Source: an optimization exercise on an open RTL-to-GDS flow (aim: a short achievable clock period and few clock cycles). Production flows keep margins and buffers that such runs may drop. At most, simulation tests tie the RTL to the original design; equivalence was not proved. Power figures rest on the tool's default switching activity, not on a simulated workload.

## open_risc_v
module open_risc_v(
	input  wire 		  clk   		,
	input  wire 		  rst		    ,
	input  wire [31:0]    inst_i		,
	output wire [31:0]    inst_addr_o	,
	output wire 		  rd_wen_o		,
	output wire [4:0]     rd_addr_o		,
	output wire [31:0]    rd_data_o
);
	function [32:0] ks_add;
		input [31:0] x;
		input [31:0] y;
		input        cin;
		reg   [31:0] g, p, gg, pp;
		integer      i, d;
		begin
			g  = x & y;
			p  = x ^ y;
			gg = g;
			gg[0] = g[0] | (p[0] & cin);
			pp = p;
			for (d = 1; d < 32; d = d * 2)
				for (i = 31; i >= d; i = i - 1) begin
					gg[i] = gg[i] | (pp[i] & gg[i-d]);
					pp[i] = pp[i] & pp[i-d];
				end
			ks_add[0] = p[0] ^ cin;
			for (i = 1; i < 32; i = i + 1)
				ks_add[i] = p[i] ^ gg[i-1];
			ks_add[32] = gg[31];
		end
	endfunction
	localparam BB = 7;               
	reg [31:0] pc_q;
	reg [31:0] ras_q;                
	reg [31:0] jt_q;                 
	reg [2:0]  bt [0:(1<<BB)-1];     
	reg        e_valid;
	reg [31:0] e_op1, e_op2;
	reg [31:0] e_sha;                
	reg [4:0]  e_shb;
	reg [31:0] e_ca, e_cb;           
	reg [4:0]  e_rd;
	reg        e_wen;
	reg        e_add, e_sub, e_slt, e_sltu, e_xor, e_or, e_and;
	reg        e_sll, e_srl, e_sra, e_link;
	reg [31:0] e_pc4;
	reg [31:0] e_tgt;
	reg        e_br;
	reg        e_ceq, e_clt, e_cltu;
	reg        e_x;                  
	reg        e_pred;
	reg        e_jalr;
	reg        e_jpred;
	reg [31:0] e_ptgt;
	reg [BB-1:0] e_bidx;
	reg [2:0]  e_bctr;
	reg        u_bvalid;
  ...
clock: 7.2 ns
lec_check: 0
abc_clock_period_in_ps: 2500
cap_margin: 20
core_margin: 2
core_utilization: 40
place_density: 0.7
setup_slack_margin: 4.0
slew_margin: 20
tns_end_percent: 100
run.sh (not shown) runs the stock make flow with config.mk's settings and CLKGATE_MAP_FILE= SYNTH_SCRIPT=/design/flow/synth_recipe.tcl, a recipe that flattens the netlist after the stock synthesis.
Testbench counts at the start, summed over its fixed seeds: cycles 63,656.
Then changed:
--- a/flow/design.v
+++ b/flow/design.v
@@ -86,25 +86,24 @@
 	wire [31:0] imm_j = {{11{ins[31]}}, ins[31], ins[19:12], ins[20], ins[30:21], 1'b0};
 	wire [31:0] rf1 = (rs1 == 5'd0) ? 32'b0 : ((w_wen & (rs1 == w_rd)) ? w_data : rf[rs1]);
 	wire [31:0] rf2 = (rs2 == 5'd0) ? 32'b0 : ((w_wen & (rs2 == w_rd)) ? w_data : rf[rs2]);
 	wire [32:0] pc4_c = ks_add(pc_q, 32'd4, 1'b0);
 	wire [31:0] pc4   = pc4_c[31:0];
 	wire [32:0] tgtj_c = ks_add(pc_q, imm_j, 1'b0);
 	wire [32:0] tgtb_c = ks_add(pc_q, imm_b, 1'b0);
-	wire [31:0] f_tgt  = ins[3] ? tgtj_c[31:0] : tgtb_c[31:0];
 	wire [BB-1:0] f_bidx = pc_q[BB+1:2];
 	wire [2:0]    f_bctr = bt[f_bidx];
 	wire f_bdir  = f_bctr[2] ? f_bctr[1] : (ins[31] | ins[12]);
 	wire f_bpred = is_br & f_bdir;
 	wire f_take  = is_jal | f_bpred;
 	wire f_jpred = is_jalr & (ins[31:20] == 12'b0);
 	wire [31:0] f_jtgt = (rd == 5'd0) ? ras_q : jt_q;
 	wire [31:0] fpc_nb = f_jpred ? f_jtgt : pc4;
-	wire [31:0] fpc_t  = slow_q ? rtgt_q : ((is_jal | is_br) ? f_tgt : fpc_nb);
-	wire [31:0] fpc_n  = slow_q ? rtgt_q : (is_jal ? f_tgt : fpc_nb);
+	wire [31:0] fpc_t  = is_jal ? tgtj_c[31:0] : (is_br ? tgtb_c[31:0] : fpc_nb);
+	wire [31:0] fpc_n  = is_jal ? tgtj_c[31:0] : fpc_nb;
 	wire uses1 = is_op | is_opimm | is_br | is_jalr;
 	wire uses2 = is_op | is_br;
 	wire e_wr  = e_valid & e_wen;
 	wire [31:0] op1_d = is_auipc ? pc_q : (is_lui ? 32'b0 : rf1);
 	wire [31:0] op2_d = uses2 ? rf2 : ((is_lui | is_auipc) ? imm_u : imm_i);
 	wire alu_rr  = is_op;
 	wire alu_ri  = is_opimm;
@@ -138,14 +137,16 @@
 	wire [31:0] result = ({32{e_add}} & sum) | ({32{e_sub}} & diff) | res_other;
 	wire cmp      = (e_ceq & eq) | (e_clt & lt) | (e_cltu & ltu);
 	wire br_mis   = e_valid & e_br & (cmp ^ e_x);
 	wire jalr_mis = e_valid & e_jalr & e_jpred & (e_ca != e_ptgt);
 	wire jalr_slow = e_valid & e_jalr & ~e_jpred;
 	wire redirect = br_mis | jalr_mis;
 	wire [31:0] redirect_tgt = e_jalr ? {e_ca[31:1], 1'b0} : (e_pred ? e_pc4 : e_tgt);
+	wire        redirect2     = redirect | slow_q;
+	wire [31:0] redirect2_tgt = slow_q ? rtgt_q : redirect_tgt;
 	wire taken    = cmp ^ e_x ^ e_pred;
 	integer i;
 	always @(posedge clk) begin
 		if (rst == 1'b0) begin
 			pc_q     <= 32'b0;
 			slow_q   <= 1'b0;
 			ras_q    <= 32'b0;
@@ -156,16 +157,16 @@
 			w_wen    <= 1'b0;
 			for (i = 0; i < (1<<BB); i = i + 1)
 				bt[i] <= 3'b0;
 			for (i = 1; i < 32; i = i + 1)
 				rf[i] <= 32'b0;
 		end else begin
 			slow_q <= jalr_slow;
-			if (redirect)
-				pc_q <= redirect_tgt;
+			if (redirect2)
+				pc_q <= redirect2_tgt;
 			else if (f_bdir)
 				pc_q <= fpc_t;
 			else
 				pc_q <= fpc_n;
 			if ((is_jal | is_jalr) & (rd == 5'd1))
 				ras_q <= pc4;
 			e_valid <= ~(redirect | jalr_slow | slow_q);
@@ -206,15 +207,15 @@
 		e_or    <= alu_any & f3 == 3'b110;
 		e_and   <= alu_any & f3 == 3'b111;
 		e_sll   <= alu_any & f3 == 3'b001;
 		e_srl   <= alu_any & f3 == 3'b101 & ~ins[30];
 		e_sra   <= alu_any & f3 == 3'b101 & ins[30];
 		e_link  <= is_jal | is_jalr;
 		e_pc4   <= pc4;
-		e_tgt   <= f_tgt;
+		e_tgt   <= tgtb_c[31:0];       
 		e_br    <= is_br;
 		e_ceq   <= (f3[2:1] == 2'b00);
 		e_clt   <= (f3[2:1] == 2'b10);
 		e_cltu  <= (f3[2:1] == 2'b11);
 		e_x     <= f3[0] ^ f_bpred;
 		e_pred  <= f_bpred;
 		e_jalr  <= is_jalr;
The changed run completed without violations; global-route usage is about the same; synthesized cell count goes up by 0.87%; worst hold slack gets better by 8.6 ps; sequential cell count stays the same; routed wire length is about the same; sequential power stays flat; clock power barely changes; first-iteration DRC count fell by 2.8%; final cell count hardly moves; critical path depth went down by 2; final area falls by 0.91%; utilization shrinks by 0.46 points; worst setup slack loses 270 ps.
The RTL of the second run of this note was laid out without a check of its function.

* * *

Setup of v6:
The RTL this note starts from:
==> flow/design.v <==
module open_risc_v(
	input  wire 		  clk   		,
	input  wire 		  rst		    ,
	input  wire [31:0]    inst_i		,
	output wire [31:0]    inst_addr_o	,
	output wire 		  rd_wen_o		,
	output wire [4:0]     rd_addr_o		,
	output wire [31:0]    rd_data_o
);
	function [32:0] ks_add;
		input [31:0] x;
		input [31:0] y;
		input        cin;
		reg   [31:0] g, p, gg, pp;
		integer      i, d;
		begin
			g  = x & y;
			p  = x ^ y;
			gg = g;
			gg[0] = g[0] | (p[0] & cin);
			pp = p;
			for (d = 1; d < 32; d = d * 2)
				for (i = 31; i >= d; i = i - 1) begin
					gg[i] = gg[i] | (pp[i] & gg[i-d]);
					pp[i] = pp[i] & pp[i-d];
				end
			ks_add[0] = p[0] ^ cin;
			for (i = 1; i < 32; i = i + 1)
				ks_add[i] = p[i] ^ gg[i-1];
			ks_add[32] = gg[31];
		end
	endfunction
	localparam BB = 6;               
	reg [31:0] pc_q;
	reg [31:0] ras_q;                
	reg [31:0] jt_q;                 
	reg [2:0]  bt [0:(1<<BB)-1];     
	reg        e_valid;
	reg [31:0] e_op1, e_op2;
	reg [31:0] e_sha;                
	reg [4:0]  e_shb;
	reg [31:0] e_ca, e_cb;           
	reg [4:0]  e_rd;
	reg        e_wen;
	reg        e_add, e_sub, e_slt, e_sltu, e_xor, e_or, e_and;
	reg        e_sll, e_srl, e_sra, e_link;
	reg [31:0] e_pc4;
	reg [31:0] e_tgt;
	reg        e_br;
	reg        e_ceq, e_clt, e_cltu;
	reg        e_x;                  
	reg        e_pred;
	reg        e_jalr;
	reg        e_jpred;
	reg [31:0] e_ptgt;
	reg [BB-1:0] e_bidx;
	reg [2:0]  e_bctr;
	reg        u_bvalid;
	reg        u_taken;
	reg [BB-1:0] u_bidx;
	reg [2:0]  u_bctr;
	reg        u_jvalid;
	reg [31:0] u_jtgt;
	reg        slow_q;
	reg [31:0] rtgt_q;
	reg        w_wen;
	reg [4:0]  w_rd;
	reg [31:0] w_data;
	reg [31:0] rf [1:31];
	wire [31:0] ins = inst_i;
	wire [4:0]  opc = ins[6:2];
	wire [2:0]  f3  = ins[14:12];
	wire [4:0]  rd  = ins[11:7];
	wire [4:0]  rs1 = ins[19:15];
	wire [4:0]  rs2 = ins[24:20];
	wire is_op    = (opc == 5'b01100);
	wire is_opimm = (opc == 5'b00100);
	wire is_lui   = (opc == 5'b01101);
	wire is_auipc = (opc == 5'b00101);
	wire is_jal   = (opc == 5'b11011);
	wire is_jalr  = (opc == 5'b11001);
	wire is_br    = (opc == 5'b11000);
	wire [31:0] imm_i = {{20{ins[31]}}, ins[31:20]};
	wire [31:0] imm_u = {ins[31:12], 12'b0};
	wire [31:0] imm_b = {{19{ins[31]}}, ins[31], ins[7], ins[30:25], ins[11:8], 1'b0};
	wire [31:0] imm_j = {{11{ins[31]}}, ins[31], ins[19:12], ins[20], ins[30:21], 1'b0};
	wire [31:0] rf1 = (rs1 == 5'd0) ? 32'b0 : ((w_wen & (rs1 == w_rd)) ? w_data : rf[rs1]);
	wire [31:0] rf2 = (rs2 == 5'd0) ? 32'b0 : ((w_wen & (rs2 == w_rd)) ? w_data : rf[rs2]);
	wire [32:0] pc4_c = ks_add(pc_q, 32'd4, 1'b0);
	wire [31:0] pc4   = pc4_c[31:0];
	wire [32:0] tgtj_c = ks_add(pc_q, imm_j, 1'b0);
	wire [32:0] tgtb_c = ks_add(pc_q, imm_b, 1'b0);
	wire [31:0] f_tgt  = ins[3] ? tgtj_c[31:0] : tgtb_c[31:0];
	wire [BB-1:0] f_bidx = pc_q[BB+1:2];
	wire [2:0]    f_bctr = bt[f_bidx];
	wire f_bdir  = f_bctr[2] ? f_bctr[1] : (ins[31] | ins[12]);
	wire f_bpred = is_br & f_bdir;
	wire f_take  = is_jal | f_bpred;
	wire f_jpred = is_jalr & (ins[31:20] == 12'b0);
	wire [31:0] f_jtgt = (rd == 5'd0) ? ras_q : jt_q;
	wire [31:0] fpc_nb = f_jpred ? f_jtgt : pc4;
	wire [31:0] fpc_t  = slow_q ? rtgt_q : ((is_jal | is_br) ? f_tgt : fpc_nb);
	wire [31:0] fpc_n  = slow_q ? rtgt_q : (is_jal ? f_tgt : fpc_nb);
	wire uses1 = is_op | is_opimm | is_br | is_jalr;
	wire uses2 = is_op | is_br;
	wire e_wr  = e_valid & e_wen;
	wire [31:0] op1_d = is_auipc ? pc_q : (is_lui ? 32'b0 : rf1);
	wire [31:0] op2_d = uses2 ? rf2 : ((is_lui | is_auipc) ? imm_u : imm_i);
	wire alu_rr  = is_op;
	wire alu_ri  = is_opimm;
	wire alu_any = alu_rr | alu_ri;
	wire is_shift = alu_any & ((f3 == 3'b001) | (f3 == 3'b101));
	wire is_cmp   = is_br | is_jalr | (alu_any & ((f3 == 3'b010) | (f3 == 3'b011)));
	wire fwd1    = uses1 & e_wr & (rs1 == e_rd);
	wire fwd2    = uses2 & e_wr & (rs2 == e_rd);
	wire [31:0] a = e_op1;
	wire [31:0] b = e_op2;
	wire [32:0] sum_c  = ks_add(a, b, 1'b0);
	wire [32:0] diff_c = ks_add(a, ~b, 1'b1);
	wire [31:0] sum  = sum_c[31:0];
	wire [31:0] diff = diff_c[31:0];
	wire        eq   = (e_ca == e_cb);
	wire        ltu  = (e_ca < e_cb);
	wire        lt   = ($signed(e_ca) < $signed(e_cb));
	wire [31:0] sll  = e_sha << e_shb;
	wire [31:0] srl  = e_sha >> e_shb;
	wire [31:0] sra  = $signed(e_sha) >>> e_shb;
	wire [31:0] res_other =
		({32{e_slt }} & {31'b0, lt }) |
		({32{e_sltu}} & {31'b0, ltu}) |
		({32{e_xor }} & (a ^ b)) |
		({32{e_or  }} & (a | b)) |
		({32{e_and }} & (a & b)) |
		({32{e_sll }} & sll) |
		({32{e_srl }} & srl) |
		({32{e_sra }} & sra) |
		({32{e_link}} & e_pc4);
	wire [31:0] result = ({32{e_add}} & sum) | ({32{e_sub}} & diff) | res_other;
	wire cmp      = (e_ceq & eq) | (e_clt & lt) | (e_cltu & ltu);
	wire br_mis   = e_valid & e_br & (cmp ^ e_x);
	wire jalr_mis = e_valid & e_jalr & e_jpred & (e_ca != e_ptgt);
	wire jalr_slow = e_valid & e_jalr & ~e_jpred;
	wire redirect = br_mis | jalr_mis;
	wire [31:0] redirect_tgt = e_jalr ? {e_ca[31:1], 1'b0} : (e_pred ? e_pc4 : e_tgt);
	wire taken    = cmp ^ e_x ^ e_pred;
	integer i;
	always @(posedge clk) begin
		if (rst == 1'b0) begin
			pc_q     <= 32'b0;
			slow_q   <= 1'b0;
			ras_q    <= 32'b0;
			jt_q     <= 32'b0;
			e_valid  <= 1'b0;
			u_bvalid <= 1'b0;
			u_jvalid <= 1'b0;
			w_wen    <= 1'b0;
			for (i = 0; i < (1<<BB); i = i + 1)
				bt[i] <= 3'b0;
			for (i = 1; i < 32; i = i + 1)
				rf[i] <= 32'b0;
		end else begin
			slow_q <= jalr_slow;
			if (redirect)
				pc_q <= redirect_tgt;
			else if (f_bdir)
				pc_q <= fpc_t;
			else
				pc_q <= fpc_n;
			if ((is_jal | is_jalr) & (rd == 5'd1))
				ras_q <= pc4;
			e_valid <= ~(redirect | jalr_slow | slow_q);
			u_bvalid <= e_valid & e_br;
			u_jvalid <= e_valid & e_jalr & (e_rd != 5'd0);
			if (u_bvalid)
				bt[u_bidx] <= {1'b1, u_bctr[2] ? (u_taken ? ((u_bctr[1:0] == 2'b11) ? 2'b11 : u_bctr[1:0] + 2'b01)
				                                          : ((u_bctr[1:0] == 2'b00) ? 2'b00 : u_bctr[1:0] - 2'b01))
				                               : (u_taken ? 2'b11 : 2'b00)};
			if (u_jvalid)
				jt_q <= u_jtgt;
			w_wen <= e_wr;
			if (w_wen)
				rf[w_rd] <= w_data;
		end
	end
	always @(posedge clk) begin
		e_op1   <= ({32{fwd1 & e_add}} & sum) | ({32{fwd1 & e_sub}} & diff) |
		           ({32{fwd1}} & res_other) | ({32{~fwd1}} & op1_d);
		e_op2   <= ({32{fwd2 & e_add}} & sum) | ({32{fwd2 & e_sub}} & diff) |
		           ({32{fwd2}} & res_other) | ({32{~fwd2}} & op2_d);
		if (is_cmp) begin
			e_ca <= fwd1 ? result : op1_d;
			e_cb <= fwd2 ? result : op2_d;
		end
		if (is_shift) begin
			e_sha <= fwd1 ? result : op1_d;
			e_shb <= fwd2 ? result[4:0] : op2_d[4:0];
		end
		e_rd    <= rd;
		e_wen   <= (alu_any | is_lui | is_auipc | is_jal | is_jalr) & (rd != 5'd0);
		e_add   <= (alu_ri & f3 == 3'b000) | (alu_rr & f3 == 3'b000 & ~ins[30]) |
		           is_lui | is_auipc;
		e_sub   <= alu_rr & f3 == 3'b000 & ins[30];
		e_slt   <= alu_any & f3 == 3'b010;
		e_sltu  <= alu_any & f3 == 3'b011;
		e_xor   <= alu_any & f3 == 3'b100;
		e_or    <= alu_any & f3 == 3'b110;
		e_and   <= alu_any & f3 == 3'b111;
		e_sll   <= alu_any & f3 == 3'b001;
		e_srl   <= alu_any & f3 == 3'b101 & ~ins[30];
		e_sra   <= alu_any & f3 == 3'b101 & ins[30];
		e_link  <= is_jal | is_jalr;
		e_pc4   <= pc4;
		e_tgt   <= f_tgt;
		e_br    <= is_br;
		e_ceq   <= (f3[2:1] == 2'b00);
		e_clt   <= (f3[2:1] == 2'b10);
		e_cltu  <= (f3[2:1] == 2'b11);
		e_x     <= f3[0] ^ f_bpred;
		e_pred  <= f_bpred;
		e_jalr  <= is_jalr;
		e_jpred <= f_jpred;
		e_ptgt  <= f_jtgt;
		e_bidx  <= f_bidx;
		e_bctr  <= f_bctr;
		u_taken <= taken;
		u_bidx  <= e_bidx;
		u_bctr  <= e_bctr;
		u_jtgt  <= {sum[31:1], 1'b0};
		rtgt_q  <= {sum[31:1], 1'b0};
		w_rd    <= e_rd;
		w_data  <= result;
	end
	assign inst_addr_o = pc_q;
	assign rd_wen_o    = w_wen & rst;
	assign rd_addr_o   = w_rd;
	assign rd_data_o   = w_data;
endmodule
make LEC_CHECK=0 ABC_CLOCK_PERIOD_IN_PS=2500 CAP_MARGIN=20 CORE_MARGIN=2 CORE_UTILIZATION=40 PLACE_DENSITY=0.6 SETUP_SLACK_MARGIN=4.0 SLEW_MARGIN=20 TNS_END_PERCENT=100 finish   # period 7.2 ns
Having completed the whole flow, v6 delivered a layout that passed the timing, design-rule and antenna checks.
Input-level comparison between v7 and v6:
-- flow/design.v --
<<< v6, line 31
		end
	endfunction
	localparam BB = 6;               
	reg [31:0] pc_q;
	reg [31:0] ras_q;                
>>> v7, line 31
		end
	endfunction
	localparam BB = 7;               
	reg [31:0] pc_q;
	reg [31:0] ras_q;                
<<< v6, line 40
	reg [31:0] e_sha;                
	reg [4:0]  e_shb;
	reg [31:0] e_ca, e_cb;           
	reg [4:0]  e_rd;
	reg        e_wen;
>>> v7, line 40
	reg [31:0] e_sha;                
	reg [4:0]  e_shb;
	reg [4:0]  e_rd;
	reg        e_wen;
<<< v6, line 99
	wire f_jpred = is_jalr & (ins[31:20] == 12'b0);
	wire [31:0] f_jtgt = (rd == 5'd0) ? ras_q : jt_q;
	wire [31:0] fpc_nb = f_jpred ? f_jtgt : pc4;
	wire [31:0] fpc_t  = slow_q ? rtgt_q : ((is_jal | is_br) ? f_tgt : fpc_nb);
	wire [31:0] fpc_n  = slow_q ? rtgt_q : (is_jal ? f_tgt : fpc_nb);
	wire uses1 = is_op | is_opimm | is_br | is_jalr;
	wire uses2 = is_op | is_br;
>>> v7, line 98
	wire f_jpred = is_jalr & (ins[31:20] == 12'b0);
	wire [31:0] f_jtgt = (rd == 5'd0) ? ras_q : jt_q;
	wire uses1 = is_op | is_opimm | is_br | is_jalr;
	wire uses2 = is_op | is_br;
<<< v6, line 111
	wire alu_any = alu_rr | alu_ri;
	wire is_shift = alu_any & ((f3 == 3'b001) | (f3 == 3'b101));
	wire is_cmp   = is_br | is_jalr | (alu_any & ((f3 == 3'b010) | (f3 == 3'b011)));
	wire fwd1    = uses1 & e_wr & (rs1 == e_rd);
	wire fwd2    = uses2 & e_wr & (rs2 == e_rd);
>>> v7, line 107
	wire alu_any = alu_rr | alu_ri;
	wire is_shift = alu_any & ((f3 == 3'b001) | (f3 == 3'b101));
	wire fwd1    = uses1 & e_wr & (rs1 == e_rd);
	wire fwd2    = uses2 & e_wr & (rs2 == e_rd);
<<< v6, line 120
	wire [31:0] sum  = sum_c[31:0];
	wire [31:0] diff = diff_c[31:0];
	wire        eq   = (e_ca == e_cb);
	wire        ltu  = (e_ca < e_cb);
	wire        lt   = ($signed(e_ca) < $signed(e_cb));
	wire [31:0] sll  = e_sha << e_shb;
	wire [31:0] srl  = e_sha >> e_shb;
	wire [31:0] sra  = $signed(e_sha) >>> e_shb;
	wire [31:0] res_other =
		({32{e_slt }} & {31'b0, lt }) |
		({32{e_sltu}} & {31'b0, ltu}) |
>>> v7, line 115
	wire [31:0] sum  = sum_c[31:0];
	wire [31:0] diff = diff_c[31:0];
	wire        eq   = (a == b);
	wire        ltu  = (a < b);
	wire        lt   = ($signed(a) < $signed(b));
	wire [31:0] sll  = e_sha << e_shb;
	wire [31:0] srl  = e_sha >> e_shb;
	wire [31:0] sra  = $signed(e_sha) >>> e_shb;
	wire [31:0] result =
		({32{e_add }} & sum ) |
		({32{e_sub }} & diff) |
		({32{e_slt }} & {31'b0, lt }) |
		({32{e_sltu}} & {31'b0, ltu}) |
<<< v6, line 136
		({32{e_sra }} & sra) |
		({32{e_link}} & e_pc4);
	wire [31:0] result = ({32{e_add}} & sum) | ({32{e_sub}} & diff) | res_other;
	wire cmp      = (e_ceq & eq) | (e_clt & lt) | (e_cltu & ltu);
	wire br_mis   = e_valid & e_br & (cmp ^ e_x);
	wire jalr_mis = e_valid & e_jalr & e_jpred & (e_ca != e_ptgt);
	wire jalr_slow = e_valid & e_jalr & ~e_jpred;
	wire redirect = br_mis | jalr_mis;
	wire [31:0] redirect_tgt = e_jalr ? {e_ca[31:1], 1'b0} : (e_pred ? e_pc4 : e_tgt);
	wire taken    = cmp ^ e_x ^ e_pred;
	integer i;
>>> v7, line 133
		({32{e_sra }} & sra) |
		({32{e_link}} & e_pc4);
	wire cmp      = (e_ceq & eq) | (e_clt & lt) | (e_cltu & ltu);
	wire br_mis   = e_valid & e_br & (cmp ^ e_x);
	wire jalr_mis = e_valid & e_jalr & e_jpred & (a != e_ptgt);
	wire jalr_slow = e_valid & e_jalr & ~e_jpred;
	wire redirect = br_mis | jalr_mis;
	wire [31:0] redirect_tgt = e_jalr ? {a[31:1], 1'b0} : (e_pred ? e_pc4 : e_tgt);
	wire taken    = cmp ^ e_x ^ e_pred;
	integer i;
<<< v6, line 161
		end else begin
			slow_q <= jalr_slow;
			if (redirect)
				pc_q <= redirect_tgt;
			else if (f_bdir)
				pc_q <= fpc_t;
			else
				pc_q <= fpc_n;
			if ((is_jal | is_jalr) & (rd == 5'd1))
				ras_q <= pc4;
>>> v7, line 157
		end else begin
			slow_q <= jalr_slow;
			if (slow_q)
				pc_q <= rtgt_q;
			else if (redirect)
				pc_q <= redirect_tgt;
			else if (f_take)
				pc_q <= f_tgt;
			else if (f_jpred)
				pc_q <= f_jtgt;
			else
				pc_q <= pc4;
			if ((is_jal | is_jalr) & (rd == 5'd1))
				ras_q <= pc4;
<<< v6, line 184
	end
	always @(posedge clk) begin
		e_op1   <= ({32{fwd1 & e_add}} & sum) | ({32{fwd1 & e_sub}} & diff) |
		           ({32{fwd1}} & res_other) | ({32{~fwd1}} & op1_d);
		e_op2   <= ({32{fwd2 & e_add}} & sum) | ({32{fwd2 & e_sub}} & diff) |
		           ({32{fwd2}} & res_other) | ({32{~fwd2}} & op2_d);
		if (is_cmp) begin
			e_ca <= fwd1 ? result : op1_d;
			e_cb <= fwd2 ? result : op2_d;
		end
		if (is_shift) begin
			e_sha <= fwd1 ? result : op1_d;
>>> v7, line 184
	end
	always @(posedge clk) begin
		e_op1   <= fwd1 ? result : op1_d;
		e_op2   <= fwd2 ? result : op2_d;
		if (is_shift) begin
			e_sha <= fwd1 ? result : op1_d;
==> comparison <==
| critical path depth | v7 vs v6 | 1 higher |
Power: v7 worse than v6
Against v6, v7 comes in 0.016 GHz lower on maximum operating frequency.
v7 vs v6, routed wire length went up by about 6%.
Status: xor and xnor area share after synthesis parity (v7, v6)
Part of the power in combinational logic: v7 > v6
No functional check of the RTL was part of any run of this note.

[what the ideal ports hide]
The results above use ideal ports. As a check the final layouts listed here were re-extracted and re-timed, cells and wires unchanged.
Step 1 sets driving cells, clkbuf_16 on the clock port and buf_2 on the other inputs (assumed; they add their load-dependent delay and slew).
Step 2 moves the port delays by t, midway between the first and last clock arrival at a register: inputs arrive t later, outputs are due t later. That takes back most of the time a late clock gives input paths.
a / b / c = ideal ports / drivers / drivers and shift; a / b = the first two.
run | t (ns) | setup slack, ns | worst register clock-pin slew, ns
the first run of note 1 | 0.949 | 3.681 / 3.236 / 2.287 | 0.07 / 0.07
the second run of note 1 | 0.970 | 3.410 / 2.968 / 1.998 | 0.07 / 0.07
v6 | 0.952 | 3.559 / 3.391 / 2.439 | 0.07 / 0.07
v7 | 0.965 | 3.339 / 3.269 / 2.305 | 0.07 / 0.07
After both steps setup and hold are still met in every run listed. The setup slack of the second run of note 1, which loses most, moves by -0.442 ns with the drivers and by -1.412 ns with both steps.
